This design comes from an exercise in tuning for small area and a short achievable clock period on the open sky130 flow, not from production work.
Function was not checked in any run shown here: the RTL went through the layout flow alone.

## flow/design.v (module list and top-level ports; edited modules follow where they fit)
// module full_adder: 10 lines
// module final_adder: 244 lines
// module fp32_unpacker: 20 lines
// module fp32_aligner: 18 lines
// module wallace_tree_8_inputs: 507 lines
// module fp32_normalizer_rounder: 471 lines
// module fp32_packer: 14 lines
// module fp32_adder_tree_8_inputs: 367 lines
module fp32_adder_tree_8_inputs (
    input wire clk,
    input wire rst_n,
    input wire [127:0] dvr_fp32addtree8to1_s0,
    input wire [127:0] dvr_fp32addtree8to1_s1,
    input wire [2:0] cru_fp32addtree8to1,
    output wire [127:0] dr_fp32addtree8to1_d
);
  // ...
==> flow/flow/run.sh <==
#!/bin/bash
# Layout flow: ORFS, with two changes to its synthesis script and a setup
# margin for timing repair.
#  - synthesis: Yosys's generic synth step runs without its quick ABC pass, so
#    the full adders written in the RTL reach extract_fa as written (no
#    inverters around them); the final ABC mapping uses flow/abc.script.
#  - layout: standard steps; repair_timing aims at SETUP_SLACK_MARGIN; the
#    port buffers are the platform's smallest buffer.
# Each tool's output goes to ORFS's own logs (orfs/logs/...); make's output to flow.log.
set -euo pipefail
HERE=$(pwd)
FL=$HERE/flow
source $FL/params.sh
sed -e 's#^source \$::env(SCRIPTS_DIR)/synth_preamble.tcl#&\nset abc_args [lreplace $abc_args 1 1 '"$FL"'/abc.script]#' \
    -e 's#synth -top \$::env(DESIGN_NAME) -run fine: {\*}\$synth_full_args#& -noabc#' \
    $FLOW_HOME/scripts/synth.tcl > $HERE/my_synth.tcl
grep -q -- '-noabc' $HERE/my_synth.tcl
grep -q 'abc.script\]' $HERE/my_synth.tcl
sed -e "s#source \$::env(SCRIPTS_DIR)/synth.tcl#source $HERE/my_synth.tcl#" synth_recipe.tcl > my_synth_recipe.tcl
grep -q my_synth.tcl my_synth_recipe.tcl
sed -e "s#SYNTH_SCRIPT=[^ ]*#SYNTH_SCRIPT=$HERE/my_synth_recipe.tcl#" standard.sh > my_standard.sh
grep -q my_synth_recipe.tcl my_standard.sh
export SETUP_SLACK_MARGIN=$MARGIN
# every port still gets a buffer, the smallest one
export BUFFER_PORTS_ARGS="${PORTBUF:--buffer_cell sky130_fd_sc_hd__buf_1}"
bash my_standard.sh finish > flow.log 2>&1
==> flow/flow/abc.script <==
strash
dch
map -B 0.9 -a
topo
mfs
strash
dch
map -B 0.9
topo
mfs
strash
dch
map -B 0.9
topo
stime -c
==> flow/flow/params.sh <==
MARGIN=42

==> flow/standard.sh <==
#!/bin/bash
# synth_recipe.tcl (not shown) runs the flow's synth.tcl, then flattens the netlist and writes it again
# the make line also repeats each setting of config.mk as NAME=value (left out here)
make -C /OpenROAD-flow-scripts/flow DESIGN_CONFIG=/design/flow/config.mk WORK_HOME=/design/flow/orfs CLKGATE_MAP_FILE= SYNTH_SCRIPT=/design/flow/synth_recipe.tcl "${@:-finish}"
==> flow/config.mk <==
export PLATFORM = sky130hd
export DESIGN_NAME = fp32_adder_tree_8_inputs
export DESIGN_NICKNAME = fp32_adder_tree_8_inputs
export VERILOG_FILES = /design/flow/design.v
export SDC_FILE = /design/flow/constraint.sdc
export NUM_CORES = 8
export LEC_CHECK = 0
export ABC_AREA = 1
export CAP_MARGIN = 20
export CORE_MARGIN = 2
export CORE_UTILIZATION = 40
export SLEW_MARGIN = 20
==> flow/constraint.sdc <==
create_clock -name core_clock -period 64.0 [get_ports {clk}]
set_input_delay 12.8000 -clock core_clock [delete_from_list [all_inputs] [get_ports {clk}]]
set_output_delay 12.8000 -clock core_clock [all_outputs]
set_load 0.01 [all_outputs]
==> results.tsv, run 1 <==
stage	metric	value	unit
finish	# diodes	2	
finish	Seq/total area	4.979	%
synthesis	commonest cells in the netlist	nand2_1, o21ai_0, clkinv_1	
finish	post-route cell area	0.03468	sq mm
critical_path	end point of the critical path	row_a_q[4]	
timing	Slew @ Worst Pin	1.125	ns
synthesis	fraction of registers with async set/reset	1.163	%
place	placed cell count	6448	
global_routing	met1 Use GR	40.82	%
synthesis	Synth Area in Simple Gates	36.76	%
routing	Met3 Routed Length	8.935	mm
die	Die X	278.7	um
global_routing	GR Util All Layers	32.00	%
finish	number of flip-flops in the largest register	36	
finish	Area growth syn-to-layout	14.93	%
cts	cts bufs inserted	9	
finish	Biggest register	row_a_q	
critical_path	CP Launch Type	primary input	
synthesis	largest family of logic cells by synthesized area	simple AND/OR/NAND/NOR gates	
finish	largest class	multi-input combinational cells	
synthesis	Netlist cell types	40	
critical_path	Largest stage delay, worst path	0.62	ns
die	die area	0.07765	sq mm
place	pre-CTS setup slack	39.56	ns
critical_path	Worst Setup SP	dvr_fp32addtree8to1_s1[40]	
timing	Rel. slew slack	24.38	%
routing	post-route ant nets	0	
run_status	status	finished clean	
synthesis	Seq cells post-synth	86	
die	core area	0.07457	sq mm
==> module fp32_adder_tree_8_inputs, before the edit <==
module fp32_adder_tree_8_inputs (
    input wire clk,
    input wire rst_n,
    input wire [127:0] dvr_fp32addtree8to1_s0,
    input wire [127:0] dvr_fp32addtree8to1_s1,
    input wire [2:0] cru_fp32addtree8to1,
    output wire [127:0] dr_fp32addtree8to1_d
);
    genvar i;
    wire [7:0] sgn, hid, inf, nan;
    wire [7:0] ex [0:7];
    wire [22:0] man [0:7];
    generate
        for (i = 0; i < 8; i = i + 1) begin : unpack_gen
            fp32_unpacker u (
                .fp_in({dvr_fp32addtree8to1_s1[16*i +: 16], dvr_fp32addtree8to1_s0[16*i +: 16]}),
                .sign(sgn[i]), .exponent(ex[i]), .hidden(hid[i]), .mantissa(man[i]),
                .is_inf(inf[i]), .is_nan(nan[i]));
        end
    endgenerate
    wire pinf = |(inf & ~sgn);
    wire ninf = |(inf & sgn);
    wire res_nan = (|nan) | (pinf & ninf);
    wire res_inf = pinf | ninf;
    wire all_neg = &sgn;
    wire [7:0] x0 = ex[0];
    wire [7:0] x1 = ex[1];
    wire [7:0] x2 = ex[2];
    wire [7:0] x3 = ex[3];
    wire [7:0] x4 = ex[4];
    wire [7:0] x5 = ex[5];
    wire [7:0] x6 = ex[6];
    wire [7:0] x7 = ex[7];
    wire mx_1 = x0[0] & ~x1[0];
    wire mx_2 = x0[1] & ~x1[1];
    wire mx_3 = x0[2] & ~x1[2];
    wire mx_4 = x0[3] & ~x1[3];
    wire mx_5 = x0[4] & ~x1[4];
    wire mx_6 = x0[5] & ~x1[5];
    wire mx_7 = x0[6] & ~x1[6];
    wire mx_8 = x0[7] & ~x1[7];
    wire mx_9 = x0[0] | ~x1[0];
    wire mx_10 = x0[1] | ~x1[1];
    wire mx_11 = x0[2] | ~x1[2];
    wire mx_12 = x0[3] | ~x1[3];
    wire mx_13 = x0[4] | ~x1[4];
    wire mx_14 = x0[5] | ~x1[5];
    wire mx_15 = x0[6] | ~x1[6];
    wire mx_16 = x0[7] | ~x1[7];
    wire mx_17 = mx_2 | (mx_10 & mx_1);
    wire mx_18 = mx_10 & mx_9;
    wire mx_19 = mx_4 | (mx_12 & mx_3);
    wire mx_20 = mx_12 & mx_11;
    wire mx_21 = mx_6 | (mx_14 & mx_5);
    wire mx_22 = mx_14 & mx_13;
    wire mx_23 = mx_8 | (mx_16 & mx_7);
    wire mx_24 = mx_16 & mx_15;
    wire mx_25 = mx_19 | (mx_20 & mx_17);
    wire mx_26 = mx_20 & mx_18;
    wire mx_27 = mx_23 | (mx_24 & mx_21);
    wire mx_28 = mx_24 & mx_22;
    wire mx_29 = mx_27 | (mx_28 & mx_25);
    wire mx_30 = mx_28 & mx_26;
    wire mx_31 = mx_29 | mx_30;
    wire [7:0] mx0_0 = mx_31 ? x0 : x1;
    wire mx_32 = x2[0] & ~x3[0];
    wire mx_33 = x2[1] & ~x3[1];
    wire mx_34 = x2[2] & ~x3[2];
    wire mx_35 = x2[3] & ~x3[3];
    wire mx_36 = x2[4] & ~x3[4];
    wire mx_37 = x2[5] & ~x3[5];
    wire mx_38 = x2[6] & ~x3[6];
    wire mx_39 = x2[7] & ~x3[7];
    wire mx_40 = x2[0] | ~x3[0];
    wire mx_41 = x2[1] | ~x3[1];
    wire mx_42 = x2[2] | ~x3[2];
    wire mx_43 = x2[3] | ~x3[3];
    wire mx_44 = x2[4] | ~x3[4];
    wire mx_45 = x2[5] | ~x3[5];
    wire mx_46 = x2[6] | ~x3[6];
    wire mx_47 = x2[7] | ~x3[7];
    wire mx_48 = mx_33 | (mx_41 & mx_32);
    wire mx_49 = mx_41 & mx_40;
    wire mx_50 = mx_35 | (mx_43 & mx_34);
    wire mx_51 = mx_43 & mx_42;
    wire mx_52 = mx_37 | (mx_45 & mx_36);
    wire mx_53 = mx_45 & mx_44;
    wire mx_54 = mx_39 | (mx_47 & mx_38);
    wire mx_55 = mx_47 & mx_46;
    wire mx_56 = mx_50 | (mx_51 & mx_48);
    wire mx_57 = mx_51 & mx_49;
    wire mx_58 = mx_54 | (mx_55 & mx_52);
    wire mx_59 = mx_55 & mx_53;
    wire mx_60 = mx_58 | (mx_59 & mx_56);
    wire mx_61 = mx_59 & mx_57;
    wire mx_62 = mx_60 | mx_61;
    wire [7:0] mx0_1 = mx_62 ? x2 : x3;
    wire mx_63 = x4[0] & ~x5[0];
    wire mx_64 = x4[1] & ~x5[1];
    wire mx_65 = x4[2] & ~x5[2];
    wire mx_66 = x4[3] & ~x5[3];
    wire mx_67 = x4[4] & ~x5[4];
    wire mx_68 = x4[5] & ~x5[5];
    wire mx_69 = x4[6] & ~x5[6];
    wire mx_70 = x4[7] & ~x5[7];
    wire mx_71 = x4[0] | ~x5[0];
    wire mx_72 = x4[1] | ~x5[1];
    wire mx_73 = x4[2] | ~x5[2];
    wire mx_74 = x4[3] | ~x5[3];
    wire mx_75 = x4[4] | ~x5[4];
    wire mx_76 = x4[5] | ~x5[5];
    wire mx_77 = x4[6] | ~x5[6];
    wire mx_78 = x4[7] | ~x5[7];
    wire mx_79 = mx_64 | (mx_72 & mx_63);
    wire mx_80 = mx_72 & mx_71;
    wire mx_81 = mx_66 | (mx_74 & mx_65);
    wire mx_82 = mx_74 & mx_73;
    wire mx_83 = mx_68 | (mx_76 & mx_67);
    wire mx_84 = mx_76 & mx_75;
    wire mx_85 = mx_70 | (mx_78 & mx_69);
    wire mx_86 = mx_78 & mx_77;
    wire mx_87 = mx_81 | (mx_82 & mx_79);
    wire mx_88 = mx_82 & mx_80;
    wire mx_89 = mx_85 | (mx_86 & mx_83);
    wire mx_90 = mx_86 & mx_84;
    wire mx_91 = mx_89 | (mx_90 & mx_87);
    wire mx_92 = mx_90 & mx_88;
    wire mx_93 = mx_91 | mx_92;
    wire [7:0] mx0_2 = mx_93 ? x4 : x5;
    wire mx_94 = x6[0] & ~x7[0];
    wire mx_95 = x6[1] & ~x7[1];
    wire mx_96 = x6[2] & ~x7[2];
    wire mx_97 = x6[3] & ~x7[3];
    wire mx_98 = x6[4] & ~x7[4];
    wire mx_99 = x6[5] & ~x7[5];
    wire mx_100 = x6[6] & ~x7[6];
    wire mx_101 = x6[7] & ~x7[7];
    wire mx_102 = x6[0] | ~x7[0];
    wire mx_103 = x6[1] | ~x7[1];
    wire mx_104 = x6[2] | ~x7[2];
    wire mx_105 = x6[3] | ~x7[3];
    wire mx_106 = x6[4] | ~x7[4];
    wire mx_107 = x6[5] | ~x7[5];
    wire mx_108 = x6[6] | ~x7[6];
    wire mx_109 = x6[7] | ~x7[7];
    wire mx_110 = mx_95 | (mx_103 & mx_94);
    wire mx_111 = mx_103 & mx_102;
    wire mx_112 = mx_97 | (mx_105 & mx_96);
    wire mx_113 = mx_105 & mx_104;
    wire mx_114 = mx_99 | (mx_107 & mx_98);
    wire mx_115 = mx_107 & mx_106;
    wire mx_116 = mx_101 | (mx_109 & mx_100);
    wire mx_117 = mx_109 & mx_108;
    wire mx_118 = mx_112 | (mx_113 & mx_110);
    wire mx_119 = mx_113 & mx_111;
    wire mx_120 = mx_116 | (mx_117 & mx_114);
    wire mx_121 = mx_117 & mx_115;
    wire mx_122 = mx_120 | (mx_121 & mx_118);
    wire mx_123 = mx_121 & mx_119;
    wire mx_124 = mx_122 | mx_123;
    wire [7:0] mx0_3 = mx_124 ? x6 : x7;
    wire mx_125 = mx0_0[0] & ~mx0_1[0];
    wire mx_126 = mx0_0[1] & ~mx0_1[1];
    wire mx_127 = mx0_0[2] & ~mx0_1[2];
    wire mx_128 = mx0_0[3] & ~mx0_1[3];
    wire mx_129 = mx0_0[4] & ~mx0_1[4];
    wire mx_130 = mx0_0[5] & ~mx0_1[5];
    wire mx_131 = mx0_0[6] & ~mx0_1[6];
    wire mx_132 = mx0_0[7] & ~mx0_1[7];
    wire mx_133 = mx0_0[0] | ~mx0_1[0];
    wire mx_134 = mx0_0[1] | ~mx0_1[1];
    wire mx_135 = mx0_0[2] | ~mx0_1[2];
    wire mx_136 = mx0_0[3] | ~mx0_1[3];
    wire mx_137 = mx0_0[4] | ~mx0_1[4];
    wire mx_138 = mx0_0[5] | ~mx0_1[5];
    wire mx_139 = mx0_0[6] | ~mx0_1[6];
    wire mx_140 = mx0_0[7] | ~mx0_1[7];
    wire mx_141 = mx_126 | (mx_134 & mx_125);
    wire mx_142 = mx_134 & mx_133;
    wire mx_143 = mx_128 | (mx_136 & mx_127);
    wire mx_144 = mx_136 & mx_135;
    wire mx_145 = mx_130 | (mx_138 & mx_129);
    wire mx_146 = mx_138 & mx_137;
    wire mx_147 = mx_132 | (mx_140 & mx_131);
    wire mx_148 = mx_140 & mx_139;
    wire mx_149 = mx_143 | (mx_144 & mx_141);
    wire mx_150 = mx_144 & mx_142;
    wire mx_151 = mx_147 | (mx_148 & mx_145);
    wire mx_152 = mx_148 & mx_146;
    wire mx_153 = mx_151 | (mx_152 & mx_149);
    wire mx_154 = mx_152 & mx_150;
    wire mx_155 = mx_153 | mx_154;
    wire [7:0] mx1_0 = mx_155 ? mx0_0 : mx0_1;
    wire mx_156 = mx0_2[0] & ~mx0_3[0];
    wire mx_157 = mx0_2[1] & ~mx0_3[1];
    wire mx_158 = mx0_2[2] & ~mx0_3[2];
    wire mx_159 = mx0_2[3] & ~mx0_3[3];
    wire mx_160 = mx0_2[4] & ~mx0_3[4];
    wire mx_161 = mx0_2[5] & ~mx0_3[5];
    wire mx_162 = mx0_2[6] & ~mx0_3[6];
    wire mx_163 = mx0_2[7] & ~mx0_3[7];
    wire mx_164 = mx0_2[0] | ~mx0_3[0];
    wire mx_165 = mx0_2[1] | ~mx0_3[1];
    wire mx_166 = mx0_2[2] | ~mx0_3[2];
    wire mx_167 = mx0_2[3] | ~mx0_3[3];
    wire mx_168 = mx0_2[4] | ~mx0_3[4];
    wire mx_169 = mx0_2[5] | ~mx0_3[5];
    wire mx_170 = mx0_2[6] | ~mx0_3[6];
    wire mx_171 = mx0_2[7] | ~mx0_3[7];
    wire mx_172 = mx_157 | (mx_165 & mx_156);
    wire mx_173 = mx_165 & mx_164;
    wire mx_174 = mx_159 | (mx_167 & mx_158);
    wire mx_175 = mx_167 & mx_166;
    wire mx_176 = mx_161 | (mx_169 & mx_160);
    wire mx_177 = mx_169 & mx_168;
    wire mx_178 = mx_163 | (mx_171 & mx_162);
    wire mx_179 = mx_171 & mx_170;
    wire mx_180 = mx_174 | (mx_175 & mx_172);
    wire mx_181 = mx_175 & mx_173;
    wire mx_182 = mx_178 | (mx_179 & mx_176);
    wire mx_183 = mx_179 & mx_177;
    wire mx_184 = mx_182 | (mx_183 & mx_180);
    wire mx_185 = mx_183 & mx_181;
    wire mx_186 = mx_184 | mx_185;
    wire [7:0] mx1_1 = mx_186 ? mx0_2 : mx0_3;
    wire mx_187 = mx1_0[0] & ~mx1_1[0];
    wire mx_188 = mx1_0[1] & ~mx1_1[1];
    wire mx_189 = mx1_0[2] & ~mx1_1[2];
    wire mx_190 = mx1_0[3] & ~mx1_1[3];
    wire mx_191 = mx1_0[4] & ~mx1_1[4];
    wire mx_192 = mx1_0[5] & ~mx1_1[5];
    wire mx_193 = mx1_0[6] & ~mx1_1[6];
    wire mx_194 = mx1_0[7] & ~mx1_1[7];
    wire mx_195 = mx1_0[0] | ~mx1_1[0];
    wire mx_196 = mx1_0[1] | ~mx1_1[1];
    wire mx_197 = mx1_0[2] | ~mx1_1[2];
    wire mx_198 = mx1_0[3] | ~mx1_1[3];
    wire mx_199 = mx1_0[4] | ~mx1_1[4];
    wire mx_200 = mx1_0[5] | ~mx1_1[5];
    wire mx_201 = mx1_0[6] | ~mx1_1[6];
    wire mx_202 = mx1_0[7] | ~mx1_1[7];
    wire mx_203 = mx_188 | (mx_196 & mx_187);
    wire mx_204 = mx_196 & mx_195;
    wire mx_205 = mx_190 | (mx_198 & mx_189);
    wire mx_206 = mx_198 & mx_197;
    wire mx_207 = mx_192 | (mx_200 & mx_191);
    wire mx_208 = mx_200 & mx_199;
    wire mx_209 = mx_194 | (mx_202 & mx_193);
    wire mx_210 = mx_202 & mx_201;
    wire mx_211 = mx_205 | (mx_206 & mx_203);
    wire mx_212 = mx_206 & mx_204;
    wire mx_213 = mx_209 | (mx_210 & mx_207);
    wire mx_214 = mx_210 & mx_208;
    wire mx_215 = mx_213 | (mx_214 & mx_211);
    wire mx_216 = mx_214 & mx_212;
    wire mx_217 = mx_215 | mx_216;
    wire [7:0] mx2_0 = mx_217 ? mx1_0 : mx1_1;
    wire [7:0] emax = mx2_0;
    wire [7:0] dif [0:7];
    wire [7:0] nx0 = ~ex[0];
    wire [7:0] d0;
    wire [5:0] dl0 = {1'b0, emax[4:0]} - {1'b0, ex[0][4:0]};
    wire [2:0] dh0 = emax[7:5] - ex[0][7:5];
    wire big0 = (dh0 >= 3'd2) | ((dh0 == 3'd1) & ~dl0[5]);
    assign d0 = {2'b00, big0, dl0[4:0]};
    assign dif[0] = d0;
    wire [7:0] nx1 = ~ex[1];
    wire [7:0] d1;
    wire [5:0] dl1 = {1'b0, emax[4:0]} - {1'b0, ex[1][4:0]};
    wire [2:0] dh1 = emax[7:5] - ex[1][7:5];
    wire big1 = (dh1 >= 3'd2) | ((dh1 == 3'd1) & ~dl1[5]);
    assign d1 = {2'b00, big1, dl1[4:0]};
    assign dif[1] = d1;
    wire [7:0] nx2 = ~ex[2];
    wire [7:0] d2;
    wire [5:0] dl2 = {1'b0, emax[4:0]} - {1'b0, ex[2][4:0]};
    wire [2:0] dh2 = emax[7:5] - ex[2][7:5];
    wire big2 = (dh2 >= 3'd2) | ((dh2 == 3'd1) & ~dl2[5]);
    assign d2 = {2'b00, big2, dl2[4:0]};
    assign dif[2] = d2;
    wire [7:0] nx3 = ~ex[3];
    wire [7:0] d3;
    wire [5:0] dl3 = {1'b0, emax[4:0]} - {1'b0, ex[3][4:0]};
    wire [2:0] dh3 = emax[7:5] - ex[3][7:5];
    wire big3 = (dh3 >= 3'd2) | ((dh3 == 3'd1) & ~dl3[5]);
    assign d3 = {2'b00, big3, dl3[4:0]};
    assign dif[3] = d3;
    wire [7:0] nx4 = ~ex[4];
    wire [7:0] d4;
    wire [5:0] dl4 = {1'b0, emax[4:0]} - {1'b0, ex[4][4:0]};
    wire [2:0] dh4 = emax[7:5] - ex[4][7:5];
    wire big4 = (dh4 >= 3'd2) | ((dh4 == 3'd1) & ~dl4[5]);
    assign d4 = {2'b00, big4, dl4[4:0]};
    assign dif[4] = d4;
    wire [7:0] nx5 = ~ex[5];
    wire [7:0] d5;
    wire [5:0] dl5 = {1'b0, emax[4:0]} - {1'b0, ex[5][4:0]};
    wire [2:0] dh5 = emax[7:5] - ex[5][7:5];
    wire big5 = (dh5 >= 3'd2) | ((dh5 == 3'd1) & ~dl5[5]);
    assign d5 = {2'b00, big5, dl5[4:0]};
    assign dif[5] = d5;
    wire [7:0] nx6 = ~ex[6];
    wire [7:0] d6;
    wire [5:0] dl6 = {1'b0, emax[4:0]} - {1'b0, ex[6][4:0]};
    wire [2:0] dh6 = emax[7:5] - ex[6][7:5];
    wire big6 = (dh6 >= 3'd2) | ((dh6 == 3'd1) & ~dl6[5]);
    assign d6 = {2'b00, big6, dl6[4:0]};
    assign dif[6] = d6;
    wire [7:0] nx7 = ~ex[7];
    wire [7:0] d7;
    wire [5:0] dl7 = {1'b0, emax[4:0]} - {1'b0, ex[7][4:0]};
    wire [2:0] dh7 = emax[7:5] - ex[7][7:5];
    wire big7 = (dh7 >= 3'd2) | ((dh7 == 3'd1) & ~dl7[5]);
    assign d7 = {2'b00, big7, dl7[4:0]};
    assign dif[7] = d7;
    wire [255:0] aligned;
    generate
        for (i = 0; i < 8; i = i + 1) begin : align_gen
            fp32_aligner a (
                .sign(sgn[i]), .hidden(hid[i]), .mantissa(man[i]),
                .diff(dif[i]),
                .aligned(aligned[32*i +: 32]));
        end
    endgenerate
    wire [35:0] row_a, row_b, sum;
    wallace_tree_8_inputs tree (.data_in(aligned), .sgn(sgn), .row_a(row_a), .row_b(row_b));
    reg [35:0] row_a_q;
    reg [35:0] row_b_q;
    reg [7:0] emax_q;
    reg nan_q;
    reg inf_q;
    reg ninf_q;
    reg allneg_q;
    reg valid_q;
    reg [1:0] seg_q;
    always @(posedge clk or negedge rst_n) begin
        if (!rst_n) valid_q <= 1'b0;
        else valid_q <= cru_fp32addtree8to1[2];
    end
    always @(posedge clk) begin
        row_a_q <= row_a;
        row_b_q <= row_b;
        emax_q <= emax;
        nan_q <= res_nan;
        inf_q <= res_inf;
        ninf_q <= ninf;
        allneg_q <= all_neg;
        seg_q <= cru_fp32addtree8to1[1:0];
    end
    wire [35:0] sum_q;
    final_adder cpa (.a(row_a_q), .b(row_b_q), .sum(sum_q));
    wire neg = sum_q[35];
    wire [34:0] mag = sum_q[34:0] ^ {35{neg}};
    wire zero = ~|mag;
    wire sign = zero ? allneg_q : neg;
    wire [30:0] res;
    wire overflow;
    fp32_normalizer_rounder nr (.mag(mag), .exp_in(emax_q), .res(res), .overflow(overflow));
    wire [31:0] fp_sum_result;
    fp32_packer pk (.res_nan(nan_q), .res_inf(inf_q), .inf_sign(ninf_q),
                    .overflow(overflow), .sign(sign), .res(res), .fp_out(fp_sum_result));
    assign dr_fp32addtree8to1_d = {
        {32{valid_q & (seg_q == 2'b11)}} & fp_sum_result,
        {32{valid_q & (seg_q == 2'b10)}} & fp_sum_result,
        {32{valid_q & (seg_q == 2'b01)}} & fp_sum_result,
        {32{valid_q & (seg_q == 2'b00)}} & fp_sum_result};
endmodule
==> inputs of run 2 (changes only) <==
--- a/flow/design.v
+++ b/flow/design.v
@@ -1543,59 +1543,403 @@
     wire [7:0] dif [0:7];
     wire [7:0] nx0 = ~ex[0];
     wire [7:0] d0;
-    wire [5:0] dl0 = {1'b0, emax[4:0]} - {1'b0, ex[0][4:0]};
-    wire [2:0] dh0 = emax[7:5] - ex[0][7:5];
-    wire big0 = (dh0 >= 3'd2) | ((dh0 == 3'd1) & ~dl0[5]);
-    assign d0 = {2'b00, big0, dl0[4:0]};
+    wire df_1 = emax[0] & nx0[0];
+    wire df_2 = emax[1] & nx0[1];
+    wire df_3 = emax[2] & nx0[2];
+    wire df_4 = emax[3] & nx0[3];
+    wire df_5 = emax[4] & nx0[4];
+    wire df_6 = emax[5] & nx0[5];
+    wire df_7 = emax[6] & nx0[6];
+    wire df_8 = emax[7] & nx0[7];
+    wire df_9 = emax[0] ^ nx0[0];
+    wire df_10 = emax[1] ^ nx0[1];
+    wire df_11 = emax[2] ^ nx0[2];
+    wire df_12 = emax[3] ^ nx0[3];
+    wire df_13 = emax[4] ^ nx0[4];
+    wire df_14 = emax[5] ^ nx0[5];
+    wire df_15 = emax[6] ^ nx0[6];
+    wire df_16 = emax[7] ^ nx0[7];
+    wire df_17 = df_1 | (df_9 & 1'b1);
+    wire df_18 = df_2 | (df_10 & df_17);
+    wire df_19 = df_10 & df_9;
+    wire df_20 = df_4 | (df_12 & df_3);
+    wire df_21 = df_12 & df_11;
+    wire df_22 = df_6 | (df_14 & df_5);
+    wire df_23 = df_14 & df_13;
+    wire df_24 = df_8 | (df_16 & df_7);
+    wire df_25 = df_16 & df_15;
+    wire df_26 = df_20 | (df_21 & df_18);
+    wire df_27 = df_21 & df_19;
+    wire df_28 = df_24 | (df_25 & df_22);
+    wire df_29 = df_25 & df_23;
+    wire df_30 = df_28 | (df_29 & df_26);
+    wire df_31 = df_29 & df_27;
+    wire df_32 = df_22 | (df_23 & df_26);
+    wire df_33 = df_23 & df_27;
+    wire df_34 = df_3 | (df_11 & df_18);
+    wire df_35 = df_11 & df_19;
+    wire df_36 = df_5 | (df_13 & df_26);
+    wire df_37 = df_13 & df_27;
+    wire df_38 = df_7 | (df_15 & df_32);
+    wire df_39 = df_15 & df_33;
+    assign d0[0] = df_9 ^ 1'b1;
+    assign d0[1] = df_10 ^ df_17;
+    assign d0[2] = df_11 ^ df_18;
+    assign d0[3] = df_12 ^ df_34;
+    assign d0[4] = df_13 ^ df_26;
+    assign d0[5] = df_14 ^ df_36;
+    assign d0[6] = df_15 ^ df_32;
+    assign d0[7] = df_16 ^ df_38;
     assign dif[0] = d0;
     wire [7:0] nx1 = ~ex[1];
     wire [7:0] d1;
-    wire [5:0] dl1 = {1'b0, emax[4:0]} - {1'b0, ex[1][4:0]};
-    wire [2:0] dh1 = emax[7:5] - ex[1][7:5];
-    wire big1 = (dh1 >= 3'd2) | ((dh1 == 3'd1) & ~dl1[5]);
-    assign d1 = {2'b00, big1, dl1[4:0]};
+    wire df_40 = emax[0] & nx1[0];
+    wire df_41 = emax[1] & nx1[1];
+    wire df_42 = emax[2] & nx1[2];
+    wire df_43 = emax[3] & nx1[3];
+    wire df_44 = emax[4] & nx1[4];
+    wire df_45 = emax[5] & nx1[5];
+    wire df_46 = emax[6] & nx1[6];
+    wire df_47 = emax[7] & nx1[7];
+    wire df_48 = emax[0] ^ nx1[0];
+    wire df_49 = emax[1] ^ nx1[1];
+    wire df_50 = emax[2] ^ nx1[2];
+    wire df_51 = emax[3] ^ nx1[3];
+    wire df_52 = emax[4] ^ nx1[4];
+    wire df_53 = emax[5] ^ nx1[5];
+    wire df_54 = emax[6] ^ nx1[6];
+    wire df_55 = emax[7] ^ nx1[7];
+    wire df_56 = df_40 | (df_48 & 1'b1);
+    wire df_57 = df_41 | (df_49 & df_56);
+    wire df_58 = df_49 & df_48;
+    wire df_59 = df_43 | (df_51 & df_42);
+    wire df_60 = df_51 & df_50;
+    wire df_61 = df_45 | (df_53 & df_44);
+    wire df_62 = df_53 & df_52;
+    wire df_63 = df_47 | (df_55 & df_46);
+    wire df_64 = df_55 & df_54;
+    wire df_65 = df_59 | (df_60 & df_57);
+    wire df_66 = df_60 & df_58;
+    wire df_67 = df_63 | (df_64 & df_61);
+    wire df_68 = df_64 & df_62;
+    wire df_69 = df_67 | (df_68 & df_65);
+    wire df_70 = df_68 & df_66;
+    wire df_71 = df_61 | (df_62 & df_65);
+    wire df_72 = df_62 & df_66;
+    wire df_73 = df_42 | (df_50 & df_57);
+    wire df_74 = df_50 & df_58;
+    wire df_75 = df_44 | (df_52 & df_65);
+    wire df_76 = df_52 & df_66;
+    wire df_77 = df_46 | (df_54 & df_71);
+    wire df_78 = df_54 & df_72;
+    assign d1[0] = df_48 ^ 1'b1;
+    assign d1[1] = df_49 ^ df_56;
+    assign d1[2] = df_50 ^ df_57;
+    assign d1[3] = df_51 ^ df_73;
+    assign d1[4] = df_52 ^ df_65;
+    assign d1[5] = df_53 ^ df_75;
+    assign d1[6] = df_54 ^ df_71;
+    assign d1[7] = df_55 ^ df_77;
     assign dif[1] = d1;
     wire [7:0] nx2 = ~ex[2];
     wire [7:0] d2;
-    wire [5:0] dl2 = {1'b0, emax[4:0]} - {1'b0, ex[2][4:0]};
-    wire [2:0] dh2 = emax[7:5] - ex[2][7:5];
-    wire big2 = (dh2 >= 3'd2) | ((dh2 == 3'd1) & ~dl2[5]);
-    assign d2 = {2'b00, big2, dl2[4:0]};
+    wire df_79 = emax[0] & nx2[0];
+    wire df_80 = emax[1] & nx2[1];
+    wire df_81 = emax[2] & nx2[2];
+    wire df_82 = emax[3] & nx2[3];
+    wire df_83 = emax[4] & nx2[4];
+    wire df_84 = emax[5] & nx2[5];
+    wire df_85 = emax[6] & nx2[6];
+    wire df_86 = emax[7] & nx2[7];
+    wire df_87 = emax[0] ^ nx2[0];
+    wire df_88 = emax[1] ^ nx2[1];
+    wire df_89 = emax[2] ^ nx2[2];
+    wire df_90 = emax[3] ^ nx2[3];
+    wire df_91 = emax[4] ^ nx2[4];
+    wire df_92 = emax[5] ^ nx2[5];
+    wire df_93 = emax[6] ^ nx2[6];
+    wire df_94 = emax[7] ^ nx2[7];
+    wire df_95 = df_79 | (df_87 & 1'b1);
+    wire df_96 = df_80 | (df_88 & df_95);
+    wire df_97 = df_88 & df_87;
+    wire df_98 = df_82 | (df_90 & df_81);
+    wire df_99 = df_90 & df_89;
+    wire df_100 = df_84 | (df_92 & df_83);
+    wire df_101 = df_92 & df_91;
+    wire df_102 = df_86 | (df_94 & df_85);
+    wire df_103 = df_94 & df_93;
+    wire df_104 = df_98 | (df_99 & df_96);
+    wire df_105 = df_99 & df_97;
+    wire df_106 = df_102 | (df_103 & df_100);
+    wire df_107 = df_103 & df_101;
+    wire df_108 = df_106 | (df_107 & df_104);
+    wire df_109 = df_107 & df_105;
+    wire df_110 = df_100 | (df_101 & df_104);
+    wire df_111 = df_101 & df_105;
+    wire df_112 = df_81 | (df_89 & df_96);
+    wire df_113 = df_89 & df_97;
+    wire df_114 = df_83 | (df_91 & df_104);
+    wire df_115 = df_91 & df_105;
+    wire df_116 = df_85 | (df_93 & df_110);
+    wire df_117 = df_93 & df_111;
+    assign d2[0] = df_87 ^ 1'b1;
+    assign d2[1] = df_88 ^ df_95;
+    assign d2[2] = df_89 ^ df_96;
+    assign d2[3] = df_90 ^ df_112;
+    assign d2[4] = df_91 ^ df_104;
+    assign d2[5] = df_92 ^ df_114;
+    assign d2[6] = df_93 ^ df_110;
+    assign d2[7] = df_94 ^ df_116;
     assign dif[2] = d2;
     wire [7:0] nx3 = ~ex[3];
     wire [7:0] d3;
-    wire [5:0] dl3 = {1'b0, emax[4:0]} - {1'b0, ex[3][4:0]};
-    wire [2:0] dh3 = emax[7:5] - ex[3][7:5];
-    wire big3 = (dh3 >= 3'd2) | ((dh3 == 3'd1) & ~dl3[5]);
-    assign d3 = {2'b00, big3, dl3[4:0]};
+    wire df_118 = emax[0] & nx3[0];
+    wire df_119 = emax[1] & nx3[1];
+    wire df_120 = emax[2] & nx3[2];
+    wire df_121 = emax[3] & nx3[3];
+    wire df_122 = emax[4] & nx3[4];
+    wire df_123 = emax[5] & nx3[5];
+    wire df_124 = emax[6] & nx3[6];
+    wire df_125 = emax[7] & nx3[7];
+    wire df_126 = emax[0] ^ nx3[0];
+    wire df_127 = emax[1] ^ nx3[1];
+    wire df_128 = emax[2] ^ nx3[2];
+    wire df_129 = emax[3] ^ nx3[3];
+    wire df_130 = emax[4] ^ nx3[4];
+    wire df_131 = emax[5] ^ nx3[5];
+    wire df_132 = emax[6] ^ nx3[6];
+    wire df_133 = emax[7] ^ nx3[7];
+    wire df_134 = df_118 | (df_126 & 1'b1);
+    wire df_135 = df_119 | (df_127 & df_134);
+    wire df_136 = df_127 & df_126;
+    wire df_137 = df_121 | (df_129 & df_120);
+    wire df_138 = df_129 & df_128;
+    wire df_139 = df_123 | (df_131 & df_122);
+    wire df_140 = df_131 & df_130;
+    wire df_141 = df_125 | (df_133 & df_124);
+    wire df_142 = df_133 & df_132;
+    wire df_143 = df_137 | (df_138 & df_135);
+    wire df_144 = df_138 & df_136;
+    wire df_145 = df_141 | (df_142 & df_139);
+    wire df_146 = df_142 & df_140;
+    wire df_147 = df_145 | (df_146 & df_143);
+    wire df_148 = df_146 & df_144;
+    wire df_149 = df_139 | (df_140 & df_143);
+    wire df_150 = df_140 & df_144;
+    wire df_151 = df_120 | (df_128 & df_135);
+    wire df_152 = df_128 & df_136;
+    wire df_153 = df_122 | (df_130 & df_143);
+    wire df_154 = df_130 & df_144;
+    wire df_155 = df_124 | (df_132 & df_149);
+    wire df_156 = df_132 & df_150;
+    assign d3[0] = df_126 ^ 1'b1;
+    assign d3[1] = df_127 ^ df_134;
+    assign d3[2] = df_128 ^ df_135;
+    assign d3[3] = df_129 ^ df_151;
+    assign d3[4] = df_130 ^ df_143;
+    assign d3[5] = df_131 ^ df_153;
+    assign d3[6] = df_132 ^ df_149;
+    assign d3[7] = df_133 ^ df_155;
     assign dif[3] = d3;
     wire [7:0] nx4 = ~ex[4];
     wire [7:0] d4;
-    wire [5:0] dl4 = {1'b0, emax[4:0]} - {1'b0, ex[4][4:0]};
-    wire [2:0] dh4 = emax[7:5] - ex[4][7:5];
-    wire big4 = (dh4 >= 3'd2) | ((dh4 == 3'd1) & ~dl4[5]);
-    assign d4 = {2'b00, big4, dl4[4:0]};
+    wire df_157 = emax[0] & nx4[0];
+    wire df_158 = emax[1] & nx4[1];
+    wire df_159 = emax[2] & nx4[2];
+    wire df_160 = emax[3] & nx4[3];
+    wire df_161 = emax[4] & nx4[4];
+    wire df_162 = emax[5] & nx4[5];
+    wire df_163 = emax[6] & nx4[6];
+    wire df_164 = emax[7] & nx4[7];
+    wire df_165 = emax[0] ^ nx4[0];
+    wire df_166 = emax[1] ^ nx4[1];
+    wire df_167 = emax[2] ^ nx4[2];
+    wire df_168 = emax[3] ^ nx4[3];
+    wire df_169 = emax[4] ^ nx4[4];
+    wire df_170 = emax[5] ^ nx4[5];
+    wire df_171 = emax[6] ^ nx4[6];
+    wire df_172 = emax[7] ^ nx4[7];
+    wire df_173 = df_157 | (df_165 & 1'b1);
+    wire df_174 = df_158 | (df_166 & df_173);
+    wire df_175 = df_166 & df_165;
+    wire df_176 = df_160 | (df_168 & df_159);
+    wire df_177 = df_168 & df_167;
+    wire df_178 = df_162 | (df_170 & df_161);
+    wire df_179 = df_170 & df_169;
+    wire df_180 = df_164 | (df_172 & df_163);
+    wire df_181 = df_172 & df_171;
+    wire df_182 = df_176 | (df_177 & df_174);
+    wire df_183 = df_177 & df_175;
+    wire df_184 = df_180 | (df_181 & df_178);
+    wire df_185 = df_181 & df_179;
+    wire df_186 = df_184 | (df_185 & df_182);
+    wire df_187 = df_185 & df_183;
+    wire df_188 = df_178 | (df_179 & df_182);
+    wire df_189 = df_179 & df_183;
+    wire df_190 = df_159 | (df_167 & df_174);
+    wire df_191 = df_167 & df_175;
+    wire df_192 = df_161 | (df_169 & df_182);
+    wire df_193 = df_169 & df_183;
+    wire df_194 = df_163 | (df_171 & df_188);
+    wire df_195 = df_171 & df_189;
+    assign d4[0] = df_165 ^ 1'b1;
+    assign d4[1] = df_166 ^ df_173;
+    assign d4[2] = df_167 ^ df_174;
+    assign d4[3] = df_168 ^ df_190;
+    assign d4[4] = df_169 ^ df_182;
+    assign d4[5] = df_170 ^ df_192;
+    assign d4[6] = df_171 ^ df_188;
+    assign d4[7] = df_172 ^ df_194;
     assign dif[4] = d4;
     wire [7:0] nx5 = ~ex[5];
     wire [7:0] d5;
-    wire [5:0] dl5 = {1'b0, emax[4:0]} - {1'b0, ex[5][4:0]};
-    wire [2:0] dh5 = emax[7:5] - ex[5][7:5];
-    wire big5 = (dh5 >= 3'd2) | ((dh5 == 3'd1) & ~dl5[5]);
-    assign d5 = {2'b00, big5, dl5[4:0]};
+    wire df_196 = emax[0] & nx5[0];
+    wire df_197 = emax[1] & nx5[1];
+    wire df_198 = emax[2] & nx5[2];
+    wire df_199 = emax[3] & nx5[3];
+    wire df_200 = emax[4] & nx5[4];
+    wire df_201 = emax[5] & nx5[5];
+    wire df_202 = emax[6] & nx5[6];
+    wire df_203 = emax[7] & nx5[7];
+    wire df_204 = emax[0] ^ nx5[0];
+    wire df_205 = emax[1] ^ nx5[1];
+    wire df_206 = emax[2] ^ nx5[2];
+    wire df_207 = emax[3] ^ nx5[3];
+    wire df_208 = emax[4] ^ nx5[4];
+    wire df_209 = emax[5] ^ nx5[5];
+    wire df_210 = emax[6] ^ nx5[6];
+    wire df_211 = emax[7] ^ nx5[7];
+    wire df_212 = df_196 | (df_204 & 1'b1);
+    wire df_213 = df_197 | (df_205 & df_212);
+    wire df_214 = df_205 & df_204;
+    wire df_215 = df_199 | (df_207 & df_198);
+    wire df_216 = df_207 & df_206;
+    wire df_217 = df_201 | (df_209 & df_200);
+    wire df_218 = df_209 & df_208;
+    wire df_219 = df_203 | (df_211 & df_202);
+    wire df_220 = df_211 & df_210;
+    wire df_221 = df_215 | (df_216 & df_213);
+    wire df_222 = df_216 & df_214;
+    wire df_223 = df_219 | (df_220 & df_217);
+    wire df_224 = df_220 & df_218;
+    wire df_225 = df_223 | (df_224 & df_221);
+    wire df_226 = df_224 & df_222;
+    wire df_227 = df_217 | (df_218 & df_221);
+    wire df_228 = df_218 & df_222;
+    wire df_229 = df_198 | (df_206 & df_213);
+    wire df_230 = df_206 & df_214;
+    wire df_231 = df_200 | (df_208 & df_221);
+    wire df_232 = df_208 & df_222;
+    wire df_233 = df_202 | (df_210 & df_227);
+    wire df_234 = df_210 & df_228;
+    assign d5[0] = df_204 ^ 1'b1;
+    assign d5[1] = df_205 ^ df_212;
+    assign d5[2] = df_206 ^ df_213;
+    assign d5[3] = df_207 ^ df_229;
+    assign d5[4] = df_208 ^ df_221;
+    assign d5[5] = df_209 ^ df_231;
+    assign d5[6] = df_210 ^ df_227;
+    assign d5[7] = df_211 ^ df_233;
     assign dif[5] = d5;
     wire [7:0] nx6 = ~ex[6];
     wire [7:0] d6;
-    wire [5:0] dl6 = {1'b0, emax[4:0]} - {1'b0, ex[6][4:0]};
-    wire [2:0] dh6 = emax[7:5] - ex[6][7:5];
-    wire big6 = (dh6 >= 3'd2) | ((dh6 == 3'd1) & ~dl6[5]);
-    assign d6 = {2'b00, big6, dl6[4:0]};
+    wire df_235 = emax[0] & nx6[0];
+    wire df_236 = emax[1] & nx6[1];
+    wire df_237 = emax[2] & nx6[2];
+    wire df_238 = emax[3] & nx6[3];
+    wire df_239 = emax[4] & nx6[4];
+    wire df_240 = emax[5] & nx6[5];
+    wire df_241 = emax[6] & nx6[6];
+    wire df_242 = emax[7] & nx6[7];
+    wire df_243 = emax[0] ^ nx6[0];
+    wire df_244 = emax[1] ^ nx6[1];
+    wire df_245 = emax[2] ^ nx6[2];
+    wire df_246 = emax[3] ^ nx6[3];
+    wire df_247 = emax[4] ^ nx6[4];
+    wire df_248 = emax[5] ^ nx6[5];
+    wire df_249 = emax[6] ^ nx6[6];
+    wire df_250 = emax[7] ^ nx6[7];
+    wire df_251 = df_235 | (df_243 & 1'b1);
+    wire df_252 = df_236 | (df_244 & df_251);
+    wire df_253 = df_244 & df_243;
+    wire df_254 = df_238 | (df_246 & df_237);
+    wire df_255 = df_246 & df_245;
+    wire df_256 = df_240 | (df_248 & df_239);
+    wire df_257 = df_248 & df_247;
+    wire df_258 = df_242 | (df_250 & df_241);
+    wire df_259 = df_250 & df_249;
+    wire df_260 = df_254 | (df_255 & df_252);
+    wire df_261 = df_255 & df_253;
+    wire df_262 = df_258 | (df_259 & df_256);
+    wire df_263 = df_259 & df_257;
+    wire df_264 = df_262 | (df_263 & df_260);
+    wire df_265 = df_263 & df_261;
+    wire df_266 = df_256 | (df_257 & df_260);
+    wire df_267 = df_257 & df_261;
+    wire df_268 = df_237 | (df_245 & df_252);
+    wire df_269 = df_245 & df_253;
+    wire df_270 = df_239 | (df_247 & df_260);
+    wire df_271 = df_247 & df_261;
+    wire df_272 = df_241 | (df_249 & df_266);
+    wire df_273 = df_249 & df_267;
+    assign d6[0] = df_243 ^ 1'b1;
+    assign d6[1] = df_244 ^ df_251;
+    assign d6[2] = df_245 ^ df_252;
+    assign d6[3] = df_246 ^ df_268;
+    assign d6[4] = df_247 ^ df_260;
+    assign d6[5] = df_248 ^ df_270;
+    assign d6[6] = df_249 ^ df_266;
+    assign d6[7] = df_250 ^ df_272;
     assign dif[6] = d6;
     wire [7:0] nx7 = ~ex[7];
     wire [7:0] d7;
-    wire [5:0] dl7 = {1'b0, emax[4:0]} - {1'b0, ex[7][4:0]};
-    wire [2:0] dh7 = emax[7:5] - ex[7][7:5];
-    wire big7 = (dh7 >= 3'd2) | ((dh7 == 3'd1) & ~dl7[5]);
-    assign d7 = {2'b00, big7, dl7[4:0]};
+    wire df_274 = emax[0] & nx7[0];
+    wire df_275 = emax[1] & nx7[1];
+    wire df_276 = emax[2] & nx7[2];
+    wire df_277 = emax[3] & nx7[3];
+    wire df_278 = emax[4] & nx7[4];
+    wire df_279 = emax[5] & nx7[5];
+    wire df_280 = emax[6] & nx7[6];
+    wire df_281 = emax[7] & nx7[7];
+    wire df_282 = emax[0] ^ nx7[0];
+    wire df_283 = emax[1] ^ nx7[1];
+    wire df_284 = emax[2] ^ nx7[2];
+    wire df_285 = emax[3] ^ nx7[3];
+    wire df_286 = emax[4] ^ nx7[4];
+    wire df_287 = emax[5] ^ nx7[5];
+    wire df_288 = emax[6] ^ nx7[6];
+    wire df_289 = emax[7] ^ nx7[7];
+    wire df_290 = df_274 | (df_282 & 1'b1);
+    wire df_291 = df_275 | (df_283 & df_290);
+    wire df_292 = df_283 & df_282;
+    wire df_293 = df_277 | (df_285 & df_276);
+    wire df_294 = df_285 & df_284;
+    wire df_295 = df_279 | (df_287 & df_278);
+    wire df_296 = df_287 & df_286;
+    wire df_297 = df_281 | (df_289 & df_280);
+    wire df_298 = df_289 & df_288;
+    wire df_299 = df_293 | (df_294 & df_291);
+    wire df_300 = df_294 & df_292;
+    wire df_301 = df_297 | (df_298 & df_295);
+    wire df_302 = df_298 & df_296;
+    wire df_303 = df_301 | (df_302 & df_299);
+    wire df_304 = df_302 & df_300;
+    wire df_305 = df_295 | (df_296 & df_299);
+    wire df_306 = df_296 & df_300;
+    wire df_307 = df_276 | (df_284 & df_291);
+    wire df_308 = df_284 & df_292;
+    wire df_309 = df_278 | (df_286 & df_299);
+    wire df_310 = df_286 & df_300;
+    wire df_311 = df_280 | (df_288 & df_305);
+    wire df_312 = df_288 & df_306;
+    assign d7[0] = df_282 ^ 1'b1;
+    assign d7[1] = df_283 ^ df_290;
+    assign d7[2] = df_284 ^ df_291;
+    assign d7[3] = df_285 ^ df_307;
+    assign d7[4] = df_286 ^ df_299;
+    assign d7[5] = df_287 ^ df_309;
+    assign d7[6] = df_288 ^ df_305;
+    assign d7[7] = df_289 ^ df_311;
     assign dif[7] = d7;
     wire [255:0] aligned;
     generate
==> run 2 against run 1 <==
Still clean. Worst hold slack improved by 0.00050 ns. Synthesized cell count down 0.54%. Utilization increased by 0.41 points. Flip-flop and latch count did not move. Area after synthesis shrank 0.27%. Via count shrank 1.0%.
==> results.tsv, run 2 <==
stage	metric	value	unit	change
critical_path	most used cell, CP	nand2_1		unchanged
place	DP Wirelength	112.5	mm	was 110.7 mm
die	Initial Util	40.42	%	was 40.46%
critical_path	Top delay family on crit path	adder cells		was simple AND/OR/NAND/NOR gates
finish	Biggest register	row_a_q		unchanged
global_routing	initial antenna violation count	14		was 7
synthesis	Syn Area/Cell	6.002	sq um	was 5.986 sq um
critical_path	CP Launch Type	primary input		unchanged
synthesis	main area contributors after synthesis	nand2_1, fa_1, o21ai_0, xor2_1, clkinv_1		unchanged
synthesis	Yosys top cell area share	19.87	%	was 20.79%
routing	Via Count	35950		was 36,320
routing	drt wl/cell	20.23	um	was 19.99 um
routing	Vias per Instance	5.512		was 5.590
finish	number of flip-flops in the largest register	36		unchanged
critical_path	CP max FO	12		was 26
timing	RSZ-0062 raised after global routing	no		was yes
global_routing	GR Util All Layers	32.74	%	was 32.00%
critical_path	Largest stage delay, worst path	0.53	ns	was 0.62 ns
timing	setup_tns	0	ns	unchanged
critical_path	class of the most critical setup path	in2reg		unchanged
run_status	status	finished clean		unchanged
finish	Regs by FF count	row_a_q: 36 flops, row_b_q: 35 flops, emax_q: 8 flops		unchanged
routing	DRT Pass-1 Iters	9		was 8
synthesis	most frequent cell after synthesis	nand2_1		unchanged
timing	Slew @ Worst Pin	1.039	ns	was 1.125 ns
finish	share of cells above drive strength 1	6.853	%	was 5.266%
timing	Rel. slew slack	30.29	%	was 24.38%
global_routing	largest net degree at the start of global routing	48		was 43
timing	final setup vio count	0		unchanged
synthesis	register area share after synthesis	5.738	%	was 5.722%
cts	cts bufs inserted	9		unchanged
timing	Final Hold Fails	0		unchanged
synthesis	Synthesized Nets	5640		was 5,667
synthesis	yosys warns	1		unchanged
flow_run	Max Cap Viol	0		unchanged
cts	Root Driver	clkbuf_16		unchanged
place	placed cell count	6430		was 6,448
timing	min Tclk post-route	21.59	ns	was 21.58 ns
synthesis	fraction of registers with async set/reset	1.163	%	unchanged
critical_path	CP max stage cell	fa_1		was nand2_1
place	Final Wtd Congestion	1.033		was 1.032
cts	CTS tree	done		unchanged
die	I/O Pins	389		unchanged
routing	DRC violations left	0		unchanged
synthesis	Seq cells post-synth	86		unchanged
routing	post-route ant nets	0		unchanged
synthesis	Synth Flop Type	dfxtp_1		unchanged
global_routing	grt ovf	0		unchanged
timing	fmax	46.31	MHz	was 46.35 MHz
routing	initial drt markers	3457		was 3,390
finish	commonest cells after routing, fill and taps aside	nand2_1, o21ai_0, clkinv_1		was nand2_1, clkinv_1, o21ai_0
cts	Clock Tree Buf Depth	2		unchanged
finish	Area growth syn-to-layout	16.05	%	was 14.93%
die	die area	0.07745	sq mm	was 0.07765 sq mm
critical_path	endpoint arrival time on the critical path	21.85	ns	was 21.81 ns
cts	Reg clk slew, reported paths	0.08	ns	about the same
critical_path	Worst Setup End Kind	flip-flop		unchanged
timing	max-slew violation count	0		unchanged
critical_path	buffer and inverter count on the worst path	7		unchanged
finish	commonest non-fill, non-tap cell in the layout	nand2_1		unchanged
die	core area	0.07445	sq mm	was 0.07457 sq mm
synthesis	commonest cells in the netlist	nand2_1, o21ai_0, clkinv_1		unchanged
timing	final period utilization	33.74	%	was 33.71%
synthesis	Netlist cell types	43		was 40
die	height of the chip	278.3	um	was 278.7 um
cts	# hold bufs at CTS	0		unchanged
finish	post-route insts no fill	6522		was 6,497
global_routing	first-pass GRT wire length	196.7	mm	was 193.8 mm
cts	Clock Sink Count	86		unchanged
synthesis	EDFF count, synth	0		unchanged
synthesis	Mapped Cells	5014		was 5,041
synthesis	synthesized cell area	0.03009	sq mm	was 0.03017 sq mm
finish	Final #Nets	6166		was 6,147
cts	CTS H-tree lvls	3		unchanged
die	Site Rows	100		unchanged
routing	DRT Wirelength	132.0	mm	was 129.9 mm
die	Die X	278.3	um	was 278.7 um
worst_hold_path	Worst Hold Class	in2async		unchanged
synthesis	leading area contributor after synthesis	nand2_1		unchanged
critical_path	Req. time, crit path	64.26	ns	was 64.24 ns
global_routing	vias in the first global route	32910		was 33,480
finish	Fill cells	8184		was 8,167
place	Port Buffers	388		unchanged
## run 2: changes by cell type in the layout (fill, tap and decap cells not counted), sizes merged, moves of 16 or more
cell      delta
nand2       -78
clkinvlp    +17
o22ai       +19
clkinv      -29
fa          +16
nor3        -18
nand3       -19
buf         +37
a22oi       -56
nor2        +47
o21ai       +84
ha          -16
## run 2: worst max-delay path by stage
stage | start | endpoint | slack (ns) | cells after the start
after floorplan | dvr_fp32addtree8to1_s1[107] | row_a_q[8] | 42.02 | 44
after global placement | dvr_fp32addtree8to1_s1[107] | row_a_q[2] | 39.82 | 51
after detailed placement | dvr_fp32addtree8to1_s1[107] | row_a_q[2] | 39.82 | 50
after CTS | row_a_q[17] | dr_fp32addtree8to1_d[94] | 42.00 | 40
after global routing | dvr_fp32addtree8to1_s1[104] | row_a_q[1] | 41.87 | 52
final | dvr_fp32addtree8to1_s1[77] | row_a_q[1] | 42.41 | 52
## run 2: metrics by stage
step / hold slack (ns) / worst slack (ns) / cell area, sq um / util (%)
5_1_grt: 12.18 / 41.87 / 34910 / 46.90
3_5_place_dp: 12.57 / 39.82 / 33250 / 44.66
2_1_floorplan: 12.50 / 42.02 / 30140 / -
4_1_cts: 12.19 / 42.00 / 33830 / 45.44
3_3_place_gp: 12.56 / 39.82 / 33250 / 44.66
6_report: 12.19 / 42.41 / 34920 / 46.91
## run 2: cell families (layout without fill, tap and decap cells)
kind of cell	after synthesis	count (layout)	share of synthesized area, %
and+or+nand+nor	2616	2618	36.14
AOI/OAI and AO/OA	962	962	17.62
muxes	87	87	2.898
DFF	86	86	5.738
xor gates and xnor gates	327	327	9.517
adders and majority gates	365	365	20.96
buffers and inverters	571	1100	7.122
other	0	8	0
## run 2: metal layers
metal	global-route usage, %	part of all wire, %	up-vias
met5	0	0.043	-
met4	13.25	5.1	8
met3	3.333	6.5	291
met2	55.33	46	1323
met1	42.69	42	16540
li1	-	-	17790
## run 2: cell type report
type,instances,area (sq um),area share (%)
Antenna cell,8,20.02,0.05732
Clock buffer,9,225.2,0.6449
Clock inverter,7,75.07,0.2150
Inverter,571,2280,6.527
Multi-Input combinational cell,4359,26920,77.07
Sequential cell,86,1727,4.944
Tap cell,969,1212,3.471
Timing Repair Buffer,507,2434,6.968
Timing Repair inverter,6,35.03,0.1003
## run 2: repair_timing
action,4_1_cts,5_1_grt
setup endpoints to repair,192,192
setup buffers,5,53
resized for setup,98,197
pin swaps,7,35
cloned,1,8
==> inputs of run 3 (changes only) <==
==> flow/flow/abc.script (replaced) <==
strash
dch
map -B 0.9
topo
mfs
strash
dch
map -B 0.9
topo
mfs
strash
dch
map -B 0.9
topo
stime -c
==> run 3 against run 2 <==
Worst hold slack worse by 0.0064 ns. Setup slack worse by 0.023 ns. Non-clock buffer count rose by 2. Routed wire length rose by 1.1%. Critical endpoint is now row_a_q[11]. Cell area rose by 2.1%. Synthesized cell count rose by 2.9%. Global-route usage is 0.50 points lower. Die area grew 2.0%.
==> results.tsv, run 3 <==
stage	metric	value	unit	change
finish	Final #Nets	6323		was 6,166
die	Die X	281.0	um	was 278.3 um
finish	commonest non-fill, non-tap cell in the layout	nand2_1		unchanged
finish	commonest cells after routing, fill and taps aside	nand2_1, o21ai_0, clkinv_1		unchanged
synthesis	yosys warns	1		unchanged
cts	Clock Tree Buf Depth	2		unchanged
synthesis	Netlist cell types	44		was 43
critical_path	CP max FO	9		was 12
cts	cts bufs inserted	9		unchanged
timing	RSZ-0062 raised after global routing	no		unchanged
timing	Rel. slew slack	31.63	%	was 30.29%
die	height of the chip	281.0	um	was 278.3 um
global_routing	GR Util All Layers	32.24	%	was 32.74%
timing	fmax	46.27	MHz	was 46.31 MHz
synthesis	Seq cells post-synth	86		unchanged
cts	Root Driver	clkbuf_16		unchanged
synthesis	leading area contributor after synthesis	nand2_1		unchanged
global_routing	initial antenna violation count	12		was 14
critical_path	Worst Setup End Kind	flip-flop		unchanged
synthesis	most frequent cell after synthesis	nand2_1		unchanged
synthesis	Mapped Cells	5159		was 5,014
synthesis	Synthesized Nets	5785		was 5,640
synthesis	EDFF count, synth	0		unchanged
routing	Via Count	37250		was 35,950
cts	Reg clk slew, reported paths	0.08	ns	about the same
die	Site Rows	101		was 100
flow_run	Max Cap Viol	0		unchanged
routing	DRC violations left	0		unchanged
global_routing	first-pass GRT wire length	197.2	mm	was 196.7 mm
global_routing	grt ovf	0		unchanged
critical_path	buffer and inverter count on the worst path	8		was 7
critical_path	endpoint arrival time on the critical path	21.86	ns	was 21.85 ns
routing	DRT Wirelength	133.4	mm	was 132.0 mm
synthesis	Synth Flop Type	dfxtp_1		unchanged
cts	Clock Sink Count	86		unchanged
cts	CTS H-tree lvls	3		unchanged
critical_path	class of the most critical setup path	in2reg		unchanged
finish	Biggest register	row_a_q		unchanged
timing	Final Hold Fails	0		unchanged
critical_path	Largest stage delay, worst path	0.59	ns	was 0.53 ns
place	DP Wirelength	112.7	mm	was 112.5 mm
worst_hold_path	Worst Hold Class	in2async		unchanged
critical_path	Req. time, crit path	64.25	ns	was 64.26 ns
routing	initial drt markers	3250		was 3,457
synthesis	synthesized cell area	0.03070	sq mm	was 0.03009 sq mm
critical_path	CP Launch Type	primary input		unchanged
synthesis	register area share after synthesis	5.625	%	was 5.738%
routing	drt wl/cell	19.80	um	was 20.23 um
finish	share of cells above drive strength 1	6.366	%	was 6.853%
die	core area	0.07595	sq mm	was 0.07445 sq mm
finish	number of flip-flops in the largest register	36		unchanged
cts	# hold bufs at CTS	0		unchanged
timing	final period utilization	33.77	%	was 33.74%
place	Port Buffers	388		unchanged
timing	setup_tns	0	ns	unchanged
place	Final Wtd Congestion	1.028		was 1.033
synthesis	Yosys top cell area share	20.10	%	was 19.87%
cts	CTS tree	done		unchanged
timing	min Tclk post-route	21.61	ns	was 21.59 ns
routing	post-route ant nets	0		unchanged
die	die area	0.07898	sq mm	was 0.07745 sq mm
finish	Fill cells	8537		was 8,184
die	Initial Util	40.42	%	about the same
routing	Vias per Instance	5.527		was 5.512
synthesis	fraction of registers with async set/reset	1.163	%	unchanged
finish	Storage cell area	0.001727	sq mm	unchanged
critical_path	CP max stage cell	fa_1		unchanged
routing	DRT Pass-1 Iters	8		was 9
global_routing	largest net degree at the start of global routing	44		was 48
timing	max-slew violation count	0		unchanged
timing	final setup vio count	0		unchanged
finish	Regs by FF count	row_a_q: 36 flops, row_b_q: 35 flops, emax_q: 8 flops		unchanged
finish	Area growth syn-to-layout	16.14	%	was 16.05%
synthesis	Syn Area/Cell	5.950	sq um	was 6.002 sq um
timing	Slew @ Worst Pin	1.016	ns	was 1.039 ns
run_status	status	finished clean		unchanged
finish	multi-input logic area	0.02755	sq mm	was 0.02692 sq mm
critical_path	Top delay family on crit path	adder cells		unchanged
synthesis	main area contributors after synthesis	nand2_1, fa_1, o21ai_0, xor2_1, clkinv_1		unchanged
synthesis	commonest cells in the netlist	nand2_1, o21ai_0, clkinv_1		unchanged
global_routing	vias in the first global route	33630		was 32,910
die	I/O Pins	389		unchanged
## run 3: metal layers
| metal | wire [um] | GRT usage (%) |
|---|---|---|
| met5 | 54 | 0 |
| met4 | 7672 | 15.95 |
| met3 | 8112 | 3.151 |
| met2 | 61210 | 53.37 |
| met1 | 56360 | 41.84 |
## run 3: worst max path at each step
| stage | startpoint | slack [ns] | depth (start not counted) | to |
|---|---|---|---|---|
| 2_1_floorplan | dvr_fp32addtree8to1_s1[75] | 41.98 | 41 | row_a_q[1] |
| 3_3_place_gp | dvr_fp32addtree8to1_s1[75] | 39.63 | 46 | row_a_q[3] |
| 3_5_place_dp | dvr_fp32addtree8to1_s1[11] | 39.38 | 44 | row_a_q[9] |
| 4_1_cts | dvr_fp32addtree8to1_s1[73] | 42.01 | 45 | row_a_q[6] |
| 5_1_grt | dvr_fp32addtree8to1_s1[77] | 41.94 | 48 | row_a_q[11] |
| 6_report | dvr_fp32addtree8to1_s1[106] | 42.39 | 43 | row_a_q[11] |
## run 3: area by class of cell
cell class	instances	area share (%)
multi-input cells	4509	77.29
repair buffers	509	6.991
inverters	581	6.363
flip-flops and latches	86	4.843
well taps	1030	3.615
clock buffers	9	0.6317
clock inverters	7	0.2036
diodes	7	0.04913
repair inverters	1	0.01404
## run 3: cells by family after synthesis
family	count (synthesis)	share of synthesized area, %
adders and majority gates	366	20.58
xor gates and xnor gates	305	8.702
and+or+nand+nor	2747	37.43
AOI/OAI and AO/OA	990	17.82
muxes	84	2.739
DFF	86	5.625
buffers and inverters	581	7.104
## run 3: repair_timing
item,CTS,global route
pin swaps,15,43
setup endpoints to repair,192,192
setup buffers,17,57
endpoints found under the hold margin,0,0
cloned,8,10
resized for setup,94,139
## run 3: metrics by stage
step	util, %	setup slack, ns	hold slack, ns	instances	cell area (sq um)
3_5_place_dp	44.63	39.38	12.57	6624	33890
3_3_place_gp	44.62	39.63	12.57	6624	33890
2_1_floorplan	-	41.98	12.50	5159	30780
6_report	46.94	42.39	12.18	6739	35650
5_1_grt	46.94	41.94	12.18	6738	35650
4_1_cts	45.60	42.01	12.17	6665	34640
==> inputs of run 4 (changes only) <==
==> flow/flow/params.sh (replaced) <==
MARGIN=42.5

==> run 4 against run 3 <==
Die area is the same. Via count is 0.43% higher. Final cell count rose by 0.27%.
==> results.tsv, run 4 <==
stage	metric	value	unit	change
synthesis	Syn Area/Cell	5.950	sq um	unchanged
die	Site Rows	101		unchanged
finish	Final #Nets	6344		was 6,323
global_routing	grt ovf	0		unchanged
cts	# hold bufs at CTS	0		unchanged
place	Final Wtd Congestion	1.040		was 1.028
synthesis	Mapped Cells	5159		unchanged
routing	drt wl/cell	20.01	um	was 19.80 um
synthesis	Netlist cell types	44		unchanged
critical_path	CP max FO	13		was 9
finish	commonest non-fill, non-tap cell in the layout	nand2_1		unchanged
synthesis	fraction of registers with async set/reset	1.163	%	unchanged
synthesis	most frequent cell after synthesis	nand2_1		unchanged
critical_path	Top delay family on crit path	adder cells		unchanged
timing	RSZ-0062 raised after global routing	yes		was no
critical_path	most used cell, CP	fa_1		
synthesis	leading area contributor after synthesis	nand2_1		unchanged
timing	min Tclk post-route	21.28	ns	was 21.61 ns
critical_path	Worst Setup End Kind	flip-flop		unchanged
cts	Reg clk slew, reported paths	0.08	ns	about the same
die	height of the chip	281.0	um	unchanged
global_routing	first-pass GRT wire length	198.7	mm	was 197.2 mm
cts	CTS H-tree lvls	3		unchanged
routing	DRT Wirelength	135.2	mm	was 133.4 mm
synthesis	Yosys top cell area share	20.10	%	unchanged
global_routing	GR Util All Layers	32.75	%	was 32.24%
timing	setup_tns	0	ns	unchanged
global_routing	largest net degree at the start of global routing	44		unchanged
finish	commonest cells after routing, fill and taps aside	nand2_1, o21ai_0, clkinv_1		unchanged
place	DP Wirelength	112.9	mm	was 112.7 mm
timing	fmax	47.00	MHz	was 46.27 MHz
routing	initial drt markers	3054		was 3,250
run_status	status	finished clean		unchanged
global_routing	initial antenna violation count	10		was 12
synthesis	Seq cells post-synth	86		unchanged
place	pre-CTS setup slack	39.90	ns	was 39.38 ns
cts	cts bufs inserted	9		unchanged
critical_path	buffer and inverter count on the worst path	6		was 8
timing	Min Hold Slack	12.17	ns	was 12.18 ns
finish	Regs by FF count	row_a_q: 36 flops, row_b_q: 35 flops, emax_q: 8 flops		unchanged
finish	Final Util	47.88	%	was 46.94%
timing	max-slew violation count	0		unchanged
critical_path	CP max stage cell	fa_2		was fa_1
die	I/O Pins	389		unchanged
routing	post-route ant nets	0		unchanged
routing	Vias per Instance	5.536		was 5.527
die	Die X	281.0	um	unchanged
die	die area	0.07898	sq mm	unchanged
finish	Biggest register	row_a_q		unchanged
place	Port Buffers	388		unchanged
finish	share of cells above drive strength 1	8.911	%	was 6.366%
cts	Root Driver	clkbuf_16		unchanged
synthesis	main area contributors after synthesis	nand2_1, fa_1, o21ai_0, xor2_1, clkinv_1		unchanged
timing	final period utilization	33.24	%	was 33.77%
synthesis	Synthesized Nets	5785		unchanged
critical_path	Largest stage delay, worst path	0.57	ns	was 0.59 ns
routing	Via Count	37410		was 37,250
synthesis	synthesized cell area	0.03070	sq mm	unchanged
routing	DRT Pass-1 Iters	6		was 8
worst_hold_path	Worst Hold Class	in2async		unchanged
routing	DRC violations left	0		unchanged
cts	CTS tree	done		unchanged
synthesis	register area share after synthesis	5.625	%	unchanged
==> run 4: cell count changes in the layout (fill, tap and decap cells not counted), moves of 15 or more <==
| cell | delta |
|---|---|
| buf_2 | +15 |
| buf_1 | -16 |
| fa_2 | +20 |
| nand2_1 | -15 |
| fa_1 | -20 |
| clkinv_1 | -19 |
==> run 4: repair_timing <==
item | in CTS | in global routing
cloned | 10 | 11
buffers inserted | 31 | 63
setup endpoints to repair | 192 | 192
endpoints found under the hold margin | 0 | 0
pin swaps | 32 | 98
resized for setup | 129 | 248
==> run 4: final cells by class <==
cell class / instances / area, sq um
clock inverter: 7 / 80.08
antenna: 4 / 10.01
tap: 1030 / 1289
clock buffer: 9 / 225.2
sequential: 86 / 1727
timing repair buffer: 527 / 2658
fill: 8283 / 39590
multi-input combinational: 4510 / 28060
inverter: 581 / 2300
timing repair inverter: 3 / 15.01
==> run 4: logic make-up after synthesis <==
group / Yosys count / synth area share [%]
buf+inv: 581 / 7.104
fa+ha+maj: 366 / 20.58
xor+xnor: 305 / 8.702
mux: 84 / 2.739
compound gates: 990 / 17.82
simple gates: 2747 / 37.43
flops: 86 / 5.625
==> run 4: how the worst max path moves through the flow <==
stage                                     from          to  cells past startpoint  slack (ns)
floorplan           dvr_fp32addtree8to1_s1[75]  row_a_q[2]                     45       42.53
global placement    dvr_fp32addtree8to1_s1[11]  row_a_q[2]                     43       40.03
detailed placement  dvr_fp32addtree8to1_s1[11]  row_a_q[2]                     43       39.90
CTS                 dvr_fp32addtree8to1_s1[42]  row_a_q[4]                     45       42.50
global route        dvr_fp32addtree8to1_s1[27]  row_a_q[5]                     49       42.32
finish              dvr_fp32addtree8to1_s1[74]  row_a_q[6]                     44       42.72
==> run 4: per-stage QoR <==
step                      area (sq um)  cells
after floorplan                  30860   5159
after global placement           33940   6621
after detailed placement         33950   6622
after CTS                        34930   6679
after global routing             36350   6754
final                            36360   6757
==> run 4: routing by layer <==
layer	GRT usage, %	vias up	part of all wire [%]
met4	15.18	8	5.7
met3	3.525	315	6.7
met2	55.26	1491	46
li1	-	18400	-
met1	41.83	17190	41
met5	0	-	0.042

-- port drivers added, routing unchanged --
Ports are ideal in the flow. The routed layouts listed here were re-timed in OpenROAD.
Step 1 sets driving cells, clkbuf_16 on the clock port and buf_2 on the other inputs (assumed; they add their load-dependent delay and slew).
Step 2 moves the port delays by t, midway between the first and last clock arrival at a register: inputs arrive t later, outputs are due t later. That takes back most of the time a late clock gives input paths.
a / b / c = ideal / step 1 / step 2; a / b = the first two.
| run | shift t [ns] | setup slack, ns | cell pins on the clock port's net |
|---|---|---|---|
| run 1 | 0.405 | 42.424 / 42.451 / 42.046 | 1 |
| run 2 | 0.419 | 42.409 / 42.411 / 41.992 | 1 |
| run 3 | 0.411 | 42.386 / 42.401 / 41.990 | 1 |
| run 4 | 0.429 | 42.723 / 42.727 / 42.298 | 1 |
After both steps every run listed still meets setup and hold. For run 4, which loses most, drivers alone change the setup slack by +0.004 ns; drivers and shift together by -0.425 ns.
